This is an optimization exercise on Yosys and OpenROAD, whose aim is small area and a short achievable clock period, not a production implementation.
The RTL was checked by simulation tests, not by an equivalence proof against the original design.

==> cedar: inputs <==
// datapath_top
module datapath_top (
  input  wire        clk,
  input  wire        rst_n,
  input  wire [4:0]  rs1,
  input  wire [4:0]  rs2,
  input  wire [4:0]  rd,
  input  wire        we,
  input  wire        use_imm,
  input  wire [31:0] imm,
  input  wire [3:0]  ctrl,
  output reg  [31:0] result,
  output reg         zero,
  output reg  [31:0] store_data
);
clock: 7.5 ns
lec_check: 0
cap_margin: 20
core_margin: 2
core_utilization: 40
cts_cluster_diameter: 100
cts_cluster_size: 20
setup_slack_margin: 4.0
slew_margin: 20
synth_hierarchical: 1
tns_end_percent: 0
run.sh (not shown) runs the stock make flow with config.mk's settings and CLKGATE_MAP_FILE= SYNTH_SCRIPT=/design/flow/synth_recipe.tcl, a recipe that flattens the netlist after the stock synthesis.
==> lagoon: changes against cedar <==
--- a/flow/design.v
+++ b/flow/design.v
@@ -110,67 +110,59 @@
     end
   end
   logic [31:0] c;        
   logic        cout;     
   assign c    = {G[5][30:0], 1'b0};
   assign cout = G[5][31];
-  logic fillbit, big, fill, fill_n, shr_n, shl_n, bigfill_n;
+  logic fillbit, big, fill, fill_n, shr, shl, bigfill_n;
   alu_big u_big (.r(R2[31:5]), .imm(imm[31:5]), .use_imm(use_imm), .big(big));
   alu_shctl u_shctl (
     .op_sra(op_sra), .a31(A[31]), .big(big), .sel_r(sel_r), .sel_l(sel_l),
-    .fillbit(fillbit), .shr_n(shr_n), .shl_n(shl_n), .bigfill_n(bigfill_n)
+    .fillbit(fillbit), .shr(shr), .shl(shl), .bigfill_n(bigfill_n)
   );
   assign fill = fillbit;
   c_inv u_filln (.a(fillbit), .y(fill_n));
-  logic [31:0] SR [0:5];   
-  logic [31:0] SL [0:5];
-  assign SR[0] = A;
-  assign SL[0] = A;
+  logic [31:0] S [0:5];    
+  for (genvar i = 0; i < 32; i++) begin : g_ain
+    c_mux2i u (.a0(A[i]), .a1(A[31-i]), .s(op_sll), .y(S[0][i]));
+  end
   for (genvar k = 1; k <= 5; k++) begin : g_sh
     localparam int D = 1 << (k - 1);
     for (genvar i = 0; i < 32; i++) begin : g_i
-      logic hr, hl;
-      if (i + D < 32) begin : g_rin
-        assign hr = SR[k-1][i+D];
-      end else begin : g_rfill
-        assign hr = (k % 2 == 1) ? fill : fill_n;
+      logic hi;
+      if (i + D < 32) begin : g_in
+        assign hi = S[k-1][i+D];
+      end else begin : g_fill
+        assign hi = (k % 2 == 1) ? fill_n : fill;
       end
-      if (i - D >= 0) begin : g_lin
-        assign hl = SL[k-1][i-D];
-      end else begin : g_lfill
-        assign hl = (k % 2 == 1) ? 1'b0 : 1'b1;
-      end
-      c_mux2i u_r (.a0(SR[k-1][i]), .a1(hr), .s(Bs[k-1][i / 8]), .y(SR[k][i]));
-      c_mux2i u_l (.a0(SL[k-1][i]), .a1(hl), .s(Bs[k-1][i / 8]), .y(SL[k][i]));
+      c_mux2i u (.a0(S[k-1][i]), .a1(hi), .s(Bs[k-1][i / 8]), .y(S[k][i]));
     end
   end
-  logic [31:0] ain_n;
-  for (genvar i = 0; i < 32; i++) begin : g_ain
-    c_mux2i u (.a0(A[i]), .a1(A[31-i]), .s(op_sll), .y(ain_n[i]));
-  end
+  logic [31:0] sh;         
+  assign sh = S[5];
   logic k01n, k10, k11n;
   assign k01n = !(op_or | op_xor | op_b);
   assign k10  = op_or | op_xor;
   assign k11n = !(op_and | op_or | op_b);
-  logic [31:0] lu_n, shift, arith_n, ssp, sspn;
+  logic [31:0] lu_n, shift_n, arith_n, ssp, sspn;
   logic        cmp_n;
   for (genvar i = 0; i < 32; i++) begin : g_res
     logic lu_a1, lu_a0;
     c_mux2i u_lua (.a0(k01n), .a1(k11n), .s(A[i]), .y(lu_a1));
     c_and2  u_lub (.a(A[i]), .b(k10), .y(lu_a0));
     c_mux2i u_lu  (.a0(lu_a0), .a1(lu_a1), .s(B[i]), .y(lu_n[i]));
-    c_o22ai u_sh (.a1(shr_n), .a2(SR[5][i]), .b1(shl_n), .b2(SL[5][i]), .y(shift[i]));
+    c_a22oi u_sh (.a1(shr), .a2(sh[i]), .b1(shl), .b2(sh[31-i]), .y(shift_n[i]));
     alu_ss  u_ss (.sel(sel_sum), .p(px[i]), .ssp(ssp[i]), .sspn(sspn[i]));
     if (i == 0) begin : g_r0
       c_inv   u_ar (.a(ssp[i]), .y(arith_n[i]));
       logic lub_n;
       c_and2  u_lb (.a(lu_n[i]), .b(bigfill_n), .y(lub_n));
-      c_nand4b u_r (.a_n(shift[i]), .b(arith_n[i]), .c(lub_n), .d(cmp_n), .y(RESULTADO[i]));
+      c_nand4 u_r (.a(arith_n[i]), .b(shift_n[i]), .c(lub_n), .d(cmp_n), .y(RESULTADO[i]));
     end else begin : g_r
       c_mux2i u_ar (.a0(ssp[i]), .a1(sspn[i]), .s(c[i]), .y(arith_n[i]));
-      c_nand4b u_r (.a_n(shift[i]), .b(arith_n[i]), .c(lu_n[i]), .d(bigfill_n), .y(RESULTADO[i]));
+      c_nand4 u_r (.a(arith_n[i]), .b(shift_n[i]), .c(lu_n[i]), .d(bigfill_n), .y(RESULTADO[i]));
     end
   end
   logic [31:0] x, th;
   logic        zadd, eq, eqn, lz, shz;
   logic [31:0] e, o;
   for (genvar i = 0; i < 32; i++) begin : g_eo
@@ -184,13 +176,13 @@
   end
   c_and32 u_zadd (.a(x), .y(zadd));
   c_and32 u_eq (.a(e), .y(eq));
   c_inv   u_eqn (.a(eq), .y(eqn));
   c_and32 u_lz (.a(lu_n), .y(lz));
   alu_thermo u_th (.s(B[4:0]), .th(th));
-  c_andor32 u_shz (.a(ain_n), .b(th), .y(shz));
+  c_andor32 u_shz (.a(S[0]), .b(th), .y(shz));
   logic zq1, zq2, nfill, sh_small, sh_big;
   alu_shsel u_shsel (.sel_sh(sel_sh), .big(big), .fillbit(fillbit),
                      .sh_small(sh_small), .sh_big(sh_big), .nfill(nfill));
   c_a222oi u_zq1 (.a1(sel_add), .a2(zadd), .b1(sel_sub), .b2(eq), .c1(op_eq), .c2(eqn), .y(zq1));
   c_a222oi u_zq2 (.a1(sel_log), .a2(lz), .b1(sh_small), .b2(shz), .c1(sh_big), .c2(nfill), .y(zq2));
   logic zn0, zn1, cm0, cm1, rc0, rc1;
@@ -237,40 +229,38 @@
   assign sel_r   = op_srl | op_sra;
   assign sel_l   = op_sll;
   assign imm_n   = ~imm;
 endmodule
 module alu_shctl (
   input  logic op_sra, a31, big, sel_r, sel_l,
-  output logic fillbit, shr_n, shl_n, bigfill_n
+  output logic fillbit, shr, shl, bigfill_n
 );
   assign fillbit = op_sra & a31;
-  assign shr_n   = !(sel_r & !big);
-  assign shl_n   = !(sel_l & !big);
+  assign shr     = sel_r & !big;
+  assign shl     = sel_l & !big;
   assign bigfill_n = !(fillbit & big);
 endmodule
 module alu_big (
   input  logic [31:5] r, imm,
   input  logic        use_imm,
   output logic        big
 );
   logic [8:0] l1;
   logic [2:0] l2;
+  logic       ibig;
   for (genvar k = 0; k < 9; k++) begin : g1
     c_nor3 u (.a(r[5+3*k]), .b(r[6+3*k]), .c(r[7+3*k]), .y(l1[k]));
   end
   for (genvar k = 0; k < 3; k++) begin : g2
     c_nand3 u (.a(l1[3*k]), .b(l1[3*k+1]), .c(l1[3*k+2]), .y(l2[k]));
   end
-  logic rbig_n, ibig_n, nuse;
-  c_nor3 u3 (.a(l2[0]), .b(l2[1]), .c(l2[2]), .y(rbig_n));
-  alu_ibig u_ibig (.imm(imm), .use_imm(use_imm), .ibig_n(ibig_n), .nuse(nuse));
-  c_a22oi u_sel (.a1(use_imm), .a2(ibig_n), .b1(nuse), .b2(rbig_n), .y(big));
-endmodule
-module alu_ibig (input logic [31:5] imm, input logic use_imm, output logic ibig_n, nuse);
-  assign ibig_n = !(|imm);
-  assign nuse   = !use_imm;
+  assign ibig = |imm;
+  alu_bigsel u_sel (.r0(l2[0]), .r1(l2[1]), .r2(l2[2]), .ibig(ibig), .use_imm(use_imm), .big(big));
+endmodule
+module alu_bigsel (input logic r0, r1, r2, ibig, use_imm, output logic big);
+  assign big = use_imm ? ibig : (r0 | r1 | r2);
 endmodule
 module alu_shsel (
   input  logic sel_sh, big, fillbit,
   output logic sh_small, sh_big, nfill
 );
   assign sh_small = sel_sh & !big;
@@ -365,35 +355,37 @@
     for (int i = 0; i < 32; i++)
       dato[i] <= nxt[i];
     pend    <= write_data;
     pend_rd <= write_reg;
     pend_v  <= reg_write & RST;
   end
-  logic [3:0][31:0] sel1, sel2;
-  rdsel u_sel1 (.rs(read_reg1), .sel(sel1));
-  rdsel u_sel2 (.rs(read_reg2), .sel(sel2));
+  logic [31:0] sel1 [0:1];
+  logic [31:0] sel2 [0:1];
+  rdsel u_sel1 (.rs(read_reg1), .sel_lo(sel1[0]), .sel_hi(sel1[1]));
+  rdsel u_sel2 (.rs(read_reg2), .sel_lo(sel2[0]), .sel_hi(sel2[1]));
   logic [3:0] hit1, hit2, hb2, hit2nu;
   for (genvar q = 0; q < 4; q++) begin : g_hit
     rdhit u_h1 (.rs(read_reg1), .pend_rd(pend_rd), .pend_v(pend_v), .hit(hit1[q]));
     rdhit u_h2 (.rs(read_reg2), .pend_rd(pend_rd), .pend_v(pend_v), .hit(hit2[q]));
     rd_bctl u_bctl (.hit(hit2[q]), .use_imm(use_imm), .hb(hb2[q]), .hit_nu(hit2nu[q]));
   end
   for (genvar b = 0; b < 32; b++) begin : g_bit
     logic [31:0] d;
     for (genvar r = 0; r < 32; r++) begin : g_r
       assign d[r] = dato[r][b];
     end
-    rdbit u_rd1 (.d(d), .s(sel1[b / 8]), .pend(pend[b]), .hit(hit1[b / 8]), .y(read_data1[b]));
-    rdbit2 u_rd2 (.d(d), .s(sel2[b / 8]), .pend(pend[b]), .hit(hit2[b / 8]), .hb(hb2[b / 8]),
+    rdbit u_rd1 (.d(d), .s(sel1[b / 16]), .pend(pend[b]), .hit(hit1[b / 8]), .y(read_data1[b]));
+    rdbit2 u_rd2 (.d(d), .s(sel2[b / 16]), .pend(pend[b]), .hit(hit2[b / 8]), .hb(hb2[b / 8]),
                   .y(read_data2[b]), .bh0(bh0[b]), .bh1(bh1[b]), .bh2(bh2[b]));
     c_a22oi u_bpn (.a1(pend[b]), .a2(hit2nu[b / 8]), .b1(imm[b]), .b2(use_imm), .y(bpn[b]));
   end
 endmodule
 module rdsel (
   input  logic [4:0]  rs,
-  output logic [3:0][31:0] sel
+  output logic [31:0] sel_lo,
+  output logic [31:0] sel_hi
 );
   logic [4:0] rsn, rsv [0:1];
   for (genvar k = 0; k < 5; k++) begin : g_n
     c_inv  u_n (.a(rs[k]), .y(rsn[k]));
   end
   assign rsv[0] = rs;
@@ -403,16 +395,15 @@
   for (genvar k = 0; k < 4; k++) begin : g_lo
     c_nor2 u (.a(rsv[(k >> 1) & 1][1]), .b(rsv[k & 1][0]), .y(lo[k]));
   end
   for (genvar m = 0; m < 8; m++) begin : g_hi
     c_nor3 u (.a(rsv[(m >> 2) & 1][4]), .b(rsv[(m >> 1) & 1][3]), .c(rsv[m & 1][2]), .y(hi[m]));
   end
-  for (genvar q = 0; q < 4; q++) begin : g_q
-    for (genvar i = 0; i < 32; i++) begin : g_sel
-      c_and2 u (.a(lo[i % 4]), .b(hi[i / 4]), .y(sel[q][i]));
-    end
+  for (genvar i = 0; i < 32; i++) begin : g_sel
+    c_and2 u_l (.a(lo[i % 4]), .b(hi[i / 4]), .y(sel_lo[i]));
+    c_and2 u_h (.a(lo[i % 4]), .b(hi[i / 4]), .y(sel_hi[i]));
   end
 endmodule
 module rdhit (
   input  logic [4:0] rs,
   input  logic [4:0] pend_rd,
   input  logic       pend_v,
@@ -522,13 +513,12 @@
 module c_and2   (input logic a, b, output logic y); assign y = a & b; endmodule
 module c_nand2  (input logic a, b, output logic y); assign y = ~(a & b); endmodule
 module c_nor2   (input logic a, b, output logic y); assign y = ~(a | b); endmodule
 module c_nand3  (input logic a, b, c, output logic y); assign y = ~(a & b & c); endmodule
 module c_nor3   (input logic a, b, c, output logic y); assign y = ~(a | b | c); endmodule
 module c_or3    (input logic a, b, c, output logic y); assign y = a | b | c; endmodule
-module c_nand4b (input logic a_n, b, c, d, output logic y); assign y = ~(~a_n & b & c & d); endmodule
 module c_nand4  (input logic a, b, c, d, output logic y); assign y = ~(a & b & c & d); endmodule
 module c_xnor2  (input logic a, b, output logic y); assign y = ~(a ^ b); endmodule
 module c_xor2   (input logic a, b, output logic y); assign y = a ^ b; endmodule
 module c_a21oi  (input logic a1, a2, b1, output logic y); assign y = ~((a1 & a2) | b1); endmodule
 module c_o21ai  (input logic a1, a2, b1, output logic y); assign y = ~((a1 | a2) & b1); endmodule
 module c_a22o   (input logic a1, a2, b1, b2, output logic y); assign y = (a1 & a2) | (b1 & b2); endmodule
==> sierra: changes against cedar <==
--- a/flow/design.v
+++ b/flow/design.v
@@ -110,67 +110,59 @@
     end
   end
   logic [31:0] c;        
   logic        cout;     
   assign c    = {G[5][30:0], 1'b0};
   assign cout = G[5][31];
-  logic fillbit, big, fill, fill_n, shr_n, shl_n, bigfill_n;
+  logic fillbit, big, fill, fill_n, shr, shl, bigfill_n;
   alu_big u_big (.r(R2[31:5]), .imm(imm[31:5]), .use_imm(use_imm), .big(big));
   alu_shctl u_shctl (
     .op_sra(op_sra), .a31(A[31]), .big(big), .sel_r(sel_r), .sel_l(sel_l),
-    .fillbit(fillbit), .shr_n(shr_n), .shl_n(shl_n), .bigfill_n(bigfill_n)
+    .fillbit(fillbit), .shr(shr), .shl(shl), .bigfill_n(bigfill_n)
   );
   assign fill = fillbit;
   c_inv u_filln (.a(fillbit), .y(fill_n));
-  logic [31:0] SR [0:5];   
-  logic [31:0] SL [0:5];
-  assign SR[0] = A;
-  assign SL[0] = A;
+  logic [31:0] S [0:5];    
+  for (genvar i = 0; i < 32; i++) begin : g_ain
+    c_mux2i u (.a0(A[i]), .a1(A[31-i]), .s(op_sll), .y(S[0][i]));
+  end
   for (genvar k = 1; k <= 5; k++) begin : g_sh
     localparam int D = 1 << (k - 1);
     for (genvar i = 0; i < 32; i++) begin : g_i
-      logic hr, hl;
-      if (i + D < 32) begin : g_rin
-        assign hr = SR[k-1][i+D];
-      end else begin : g_rfill
-        assign hr = (k % 2 == 1) ? fill : fill_n;
+      logic hi;
+      if (i + D < 32) begin : g_in
+        assign hi = S[k-1][i+D];
+      end else begin : g_fill
+        assign hi = (k % 2 == 1) ? fill_n : fill;
       end
-      if (i - D >= 0) begin : g_lin
-        assign hl = SL[k-1][i-D];
-      end else begin : g_lfill
-        assign hl = (k % 2 == 1) ? 1'b0 : 1'b1;
-      end
-      c_mux2i u_r (.a0(SR[k-1][i]), .a1(hr), .s(Bs[k-1][i / 8]), .y(SR[k][i]));
-      c_mux2i u_l (.a0(SL[k-1][i]), .a1(hl), .s(Bs[k-1][i / 8]), .y(SL[k][i]));
+      c_mux2i u (.a0(S[k-1][i]), .a1(hi), .s(Bs[k-1][i / 8]), .y(S[k][i]));
     end
   end
-  logic [31:0] ain_n;
-  for (genvar i = 0; i < 32; i++) begin : g_ain
-    c_mux2i u (.a0(A[i]), .a1(A[31-i]), .s(op_sll), .y(ain_n[i]));
-  end
+  logic [31:0] sh;         
+  assign sh = S[5];
   logic k01n, k10, k11n;
   assign k01n = !(op_or | op_xor | op_b);
   assign k10  = op_or | op_xor;
   assign k11n = !(op_and | op_or | op_b);
-  logic [31:0] lu_n, shift, arith_n, ssp, sspn;
+  logic [31:0] lu_n, shift_n, arith_n, ssp, sspn;
   logic        cmp_n;
   for (genvar i = 0; i < 32; i++) begin : g_res
     logic lu_a1, lu_a0;
     c_mux2i u_lua (.a0(k01n), .a1(k11n), .s(A[i]), .y(lu_a1));
     c_and2  u_lub (.a(A[i]), .b(k10), .y(lu_a0));
     c_mux2i u_lu  (.a0(lu_a0), .a1(lu_a1), .s(B[i]), .y(lu_n[i]));
-    c_o22ai u_sh (.a1(shr_n), .a2(SR[5][i]), .b1(shl_n), .b2(SL[5][i]), .y(shift[i]));
+    c_a22oi u_sh (.a1(shr), .a2(sh[i]), .b1(shl), .b2(sh[31-i]), .y(shift_n[i]));
     alu_ss  u_ss (.sel(sel_sum), .p(px[i]), .ssp(ssp[i]), .sspn(sspn[i]));
     if (i == 0) begin : g_r0
       c_inv   u_ar (.a(ssp[i]), .y(arith_n[i]));
       logic lub_n;
       c_and2  u_lb (.a(lu_n[i]), .b(bigfill_n), .y(lub_n));
-      c_nand4b u_r (.a_n(shift[i]), .b(arith_n[i]), .c(lub_n), .d(cmp_n), .y(RESULTADO[i]));
+      c_nand4 u_r (.a(arith_n[i]), .b(shift_n[i]), .c(lub_n), .d(cmp_n), .y(RESULTADO[i]));
     end else begin : g_r
       c_mux2i u_ar (.a0(ssp[i]), .a1(sspn[i]), .s(c[i]), .y(arith_n[i]));
-      c_nand4b u_r (.a_n(shift[i]), .b(arith_n[i]), .c(lu_n[i]), .d(bigfill_n), .y(RESULTADO[i]));
+      c_nand4 u_r (.a(arith_n[i]), .b(shift_n[i]), .c(lu_n[i]), .d(bigfill_n), .y(RESULTADO[i]));
     end
   end
   logic [31:0] x, th;
   logic        zadd, eq, eqn, lz, shz;
   logic [31:0] e, o;
   for (genvar i = 0; i < 32; i++) begin : g_eo
@@ -184,13 +176,13 @@
   end
   c_and32 u_zadd (.a(x), .y(zadd));
   c_and32 u_eq (.a(e), .y(eq));
   c_inv   u_eqn (.a(eq), .y(eqn));
   c_and32 u_lz (.a(lu_n), .y(lz));
   alu_thermo u_th (.s(B[4:0]), .th(th));
-  c_andor32 u_shz (.a(ain_n), .b(th), .y(shz));
+  c_andor32 u_shz (.a(S[0]), .b(th), .y(shz));
   logic zq1, zq2, nfill, sh_small, sh_big;
   alu_shsel u_shsel (.sel_sh(sel_sh), .big(big), .fillbit(fillbit),
                      .sh_small(sh_small), .sh_big(sh_big), .nfill(nfill));
   c_a222oi u_zq1 (.a1(sel_add), .a2(zadd), .b1(sel_sub), .b2(eq), .c1(op_eq), .c2(eqn), .y(zq1));
   c_a222oi u_zq2 (.a1(sel_log), .a2(lz), .b1(sh_small), .b2(shz), .c1(sh_big), .c2(nfill), .y(zq2));
   logic zn0, zn1, cm0, cm1, rc0, rc1;
@@ -237,40 +229,38 @@
   assign sel_r   = op_srl | op_sra;
   assign sel_l   = op_sll;
   assign imm_n   = ~imm;
 endmodule
 module alu_shctl (
   input  logic op_sra, a31, big, sel_r, sel_l,
-  output logic fillbit, shr_n, shl_n, bigfill_n
+  output logic fillbit, shr, shl, bigfill_n
 );
   assign fillbit = op_sra & a31;
-  assign shr_n   = !(sel_r & !big);
-  assign shl_n   = !(sel_l & !big);
+  assign shr     = sel_r & !big;
+  assign shl     = sel_l & !big;
   assign bigfill_n = !(fillbit & big);
 endmodule
 module alu_big (
   input  logic [31:5] r, imm,
   input  logic        use_imm,
   output logic        big
 );
   logic [8:0] l1;
   logic [2:0] l2;
+  logic       ibig;
   for (genvar k = 0; k < 9; k++) begin : g1
     c_nor3 u (.a(r[5+3*k]), .b(r[6+3*k]), .c(r[7+3*k]), .y(l1[k]));
   end
   for (genvar k = 0; k < 3; k++) begin : g2
     c_nand3 u (.a(l1[3*k]), .b(l1[3*k+1]), .c(l1[3*k+2]), .y(l2[k]));
   end
-  logic rbig_n, ibig_n, nuse;
-  c_nor3 u3 (.a(l2[0]), .b(l2[1]), .c(l2[2]), .y(rbig_n));
-  alu_ibig u_ibig (.imm(imm), .use_imm(use_imm), .ibig_n(ibig_n), .nuse(nuse));
-  c_a22oi u_sel (.a1(use_imm), .a2(ibig_n), .b1(nuse), .b2(rbig_n), .y(big));
-endmodule
-module alu_ibig (input logic [31:5] imm, input logic use_imm, output logic ibig_n, nuse);
-  assign ibig_n = !(|imm);
-  assign nuse   = !use_imm;
+  assign ibig = |imm;
+  alu_bigsel u_sel (.r0(l2[0]), .r1(l2[1]), .r2(l2[2]), .ibig(ibig), .use_imm(use_imm), .big(big));
+endmodule
+module alu_bigsel (input logic r0, r1, r2, ibig, use_imm, output logic big);
+  assign big = use_imm ? ibig : (r0 | r1 | r2);
 endmodule
 module alu_shsel (
   input  logic sel_sh, big, fillbit,
   output logic sh_small, sh_big, nfill
 );
   assign sh_small = sel_sh & !big;
@@ -365,35 +355,37 @@
     for (int i = 0; i < 32; i++)
       dato[i] <= nxt[i];
     pend    <= write_data;
     pend_rd <= write_reg;
     pend_v  <= reg_write & RST;
   end
-  logic [3:0][31:0] sel1, sel2;
-  rdsel u_sel1 (.rs(read_reg1), .sel(sel1));
-  rdsel u_sel2 (.rs(read_reg2), .sel(sel2));
+  logic [31:0] sel1 [0:1];
+  logic [31:0] sel2 [0:1];
+  rdsel u_sel1 (.rs(read_reg1), .sel_lo(sel1[0]), .sel_hi(sel1[1]));
+  rdsel u_sel2 (.rs(read_reg2), .sel_lo(sel2[0]), .sel_hi(sel2[1]));
   logic [3:0] hit1, hit2, hb2, hit2nu;
   for (genvar q = 0; q < 4; q++) begin : g_hit
     rdhit u_h1 (.rs(read_reg1), .pend_rd(pend_rd), .pend_v(pend_v), .hit(hit1[q]));
     rdhit u_h2 (.rs(read_reg2), .pend_rd(pend_rd), .pend_v(pend_v), .hit(hit2[q]));
     rd_bctl u_bctl (.hit(hit2[q]), .use_imm(use_imm), .hb(hb2[q]), .hit_nu(hit2nu[q]));
   end
   for (genvar b = 0; b < 32; b++) begin : g_bit
     logic [31:0] d;
     for (genvar r = 0; r < 32; r++) begin : g_r
       assign d[r] = dato[r][b];
     end
-    rdbit u_rd1 (.d(d), .s(sel1[b / 8]), .pend(pend[b]), .hit(hit1[b / 8]), .y(read_data1[b]));
-    rdbit2 u_rd2 (.d(d), .s(sel2[b / 8]), .pend(pend[b]), .hit(hit2[b / 8]), .hb(hb2[b / 8]),
+    rdbit u_rd1 (.d(d), .s(sel1[b / 16]), .pend(pend[b]), .hit(hit1[b / 8]), .y(read_data1[b]));
+    rdbit2 u_rd2 (.d(d), .s(sel2[b / 16]), .pend(pend[b]), .hit(hit2[b / 8]), .hb(hb2[b / 8]),
                   .y(read_data2[b]), .bh0(bh0[b]), .bh1(bh1[b]), .bh2(bh2[b]));
     c_a22oi u_bpn (.a1(pend[b]), .a2(hit2nu[b / 8]), .b1(imm[b]), .b2(use_imm), .y(bpn[b]));
   end
 endmodule
 module rdsel (
   input  logic [4:0]  rs,
-  output logic [3:0][31:0] sel
+  output logic [31:0] sel_lo,
+  output logic [31:0] sel_hi
 );
   logic [4:0] rsn, rsv [0:1];
   for (genvar k = 0; k < 5; k++) begin : g_n
     c_inv  u_n (.a(rs[k]), .y(rsn[k]));
   end
   assign rsv[0] = rs;
@@ -403,16 +395,15 @@
   for (genvar k = 0; k < 4; k++) begin : g_lo
     c_nor2 u (.a(rsv[(k >> 1) & 1][1]), .b(rsv[k & 1][0]), .y(lo[k]));
   end
   for (genvar m = 0; m < 8; m++) begin : g_hi
     c_nor3 u (.a(rsv[(m >> 2) & 1][4]), .b(rsv[(m >> 1) & 1][3]), .c(rsv[m & 1][2]), .y(hi[m]));
   end
-  for (genvar q = 0; q < 4; q++) begin : g_q
-    for (genvar i = 0; i < 32; i++) begin : g_sel
-      c_and2 u (.a(lo[i % 4]), .b(hi[i / 4]), .y(sel[q][i]));
-    end
+  for (genvar i = 0; i < 32; i++) begin : g_sel
+    c_and2 u_l (.a(lo[i % 4]), .b(hi[i / 4]), .y(sel_lo[i]));
+    c_and2 u_h (.a(lo[i % 4]), .b(hi[i / 4]), .y(sel_hi[i]));
   end
 endmodule
 module rdhit (
   input  logic [4:0] rs,
   input  logic [4:0] pend_rd,
   input  logic       pend_v,
@@ -522,13 +513,12 @@
 module c_and2   (input logic a, b, output logic y); assign y = a & b; endmodule
 module c_nand2  (input logic a, b, output logic y); assign y = ~(a & b); endmodule
 module c_nor2   (input logic a, b, output logic y); assign y = ~(a | b); endmodule
 module c_nand3  (input logic a, b, c, output logic y); assign y = ~(a & b & c); endmodule
 module c_nor3   (input logic a, b, c, output logic y); assign y = ~(a | b | c); endmodule
 module c_or3    (input logic a, b, c, output logic y); assign y = a | b | c; endmodule
-module c_nand4b (input logic a_n, b, c, d, output logic y); assign y = ~(~a_n & b & c & d); endmodule
 module c_nand4  (input logic a, b, c, d, output logic y); assign y = ~(a & b & c & d); endmodule
 module c_xnor2  (input logic a, b, output logic y); assign y = ~(a ^ b); endmodule
 module c_xor2   (input logic a, b, output logic y); assign y = a ^ b; endmodule
 module c_a21oi  (input logic a1, a2, b1, output logic y); assign y = ~((a1 & a2) | b1); endmodule
 module c_o21ai  (input logic a1, a2, b1, output logic y); assign y = ~((a1 | a2) & b1); endmodule
 module c_a22o   (input logic a1, a2, b1, b2, output logic y); assign y = (a1 & a2) | (b1 & b2); endmodule
==> flow/config.mk (replaced) <==
export PLATFORM = sky130hd
export DESIGN_NAME = datapath_top
export DESIGN_NICKNAME = datapath_top
export VERILOG_FILES = /design/flow/design.v
export SDC_FILE = /design/flow/constraint.sdc
export NUM_CORES = 4
export LEC_CHECK = 0
export CAP_MARGIN = 20
export CORE_MARGIN = 2
export CORE_UTILIZATION = 45
export CTS_CLUSTER_DIAMETER = 100
export CTS_CLUSTER_SIZE = 20
export SETUP_SLACK_MARGIN = 4.0
export SLEW_MARGIN = 20
export SYNTH_HIERARCHICAL = 1
export TNS_END_PERCENT = 0
==> comparison <==
cedar passed the timing, design-rule and antenna checks. lagoon ran to the end with no violations. sierra produced a clean layout.
In critical path depth, sierra and lagoon do not differ.
Fmax, highest first: lagoon, sierra, cedar.
The lowest clock skew belongs to sierra, the highest to lagoon.
Design area, highest first: cedar, lagoon, sierra.

## afterwards: timing with drivers on the ports
How much do the figures lean on ideal ports? The routed layouts below were timed once more, with nothing changed but the port constraints.
Step 1 assumes that a clkbuf_16 drives the clock port and a buf_2 every other input.
Step 2, shift: input delay + t, output delay - t, t = (earliest + latest rising clock arrival at the registers) / 2. This alone moves slack from input paths to output paths.
Three values: no drivers, after step 1, after step 2; two values: the first two.
run | t (ns) | setup WS [ns] | hold WS [ns] | worst register clock-pin slew, ns
cedar | 0.809 | 2.740 / 2.740 / 2.740 | 0.340 / 0.340 / 0.340 | 0.10 / 0.10
lagoon | 0.785 | 2.962 / 2.962 / 2.651 | 0.329 / 0.329 / 0.329 | 0.10 / 0.10
sierra | 0.761 | 2.874 / 2.874 / 2.596 | 0.357 / 0.357 / 0.357 | 0.09 / 0.09
After both steps setup and hold are still met in every run listed. The setup slack of lagoon, which loses most, moves by 0.000 ns with the drivers and by -0.311 ns with both steps.
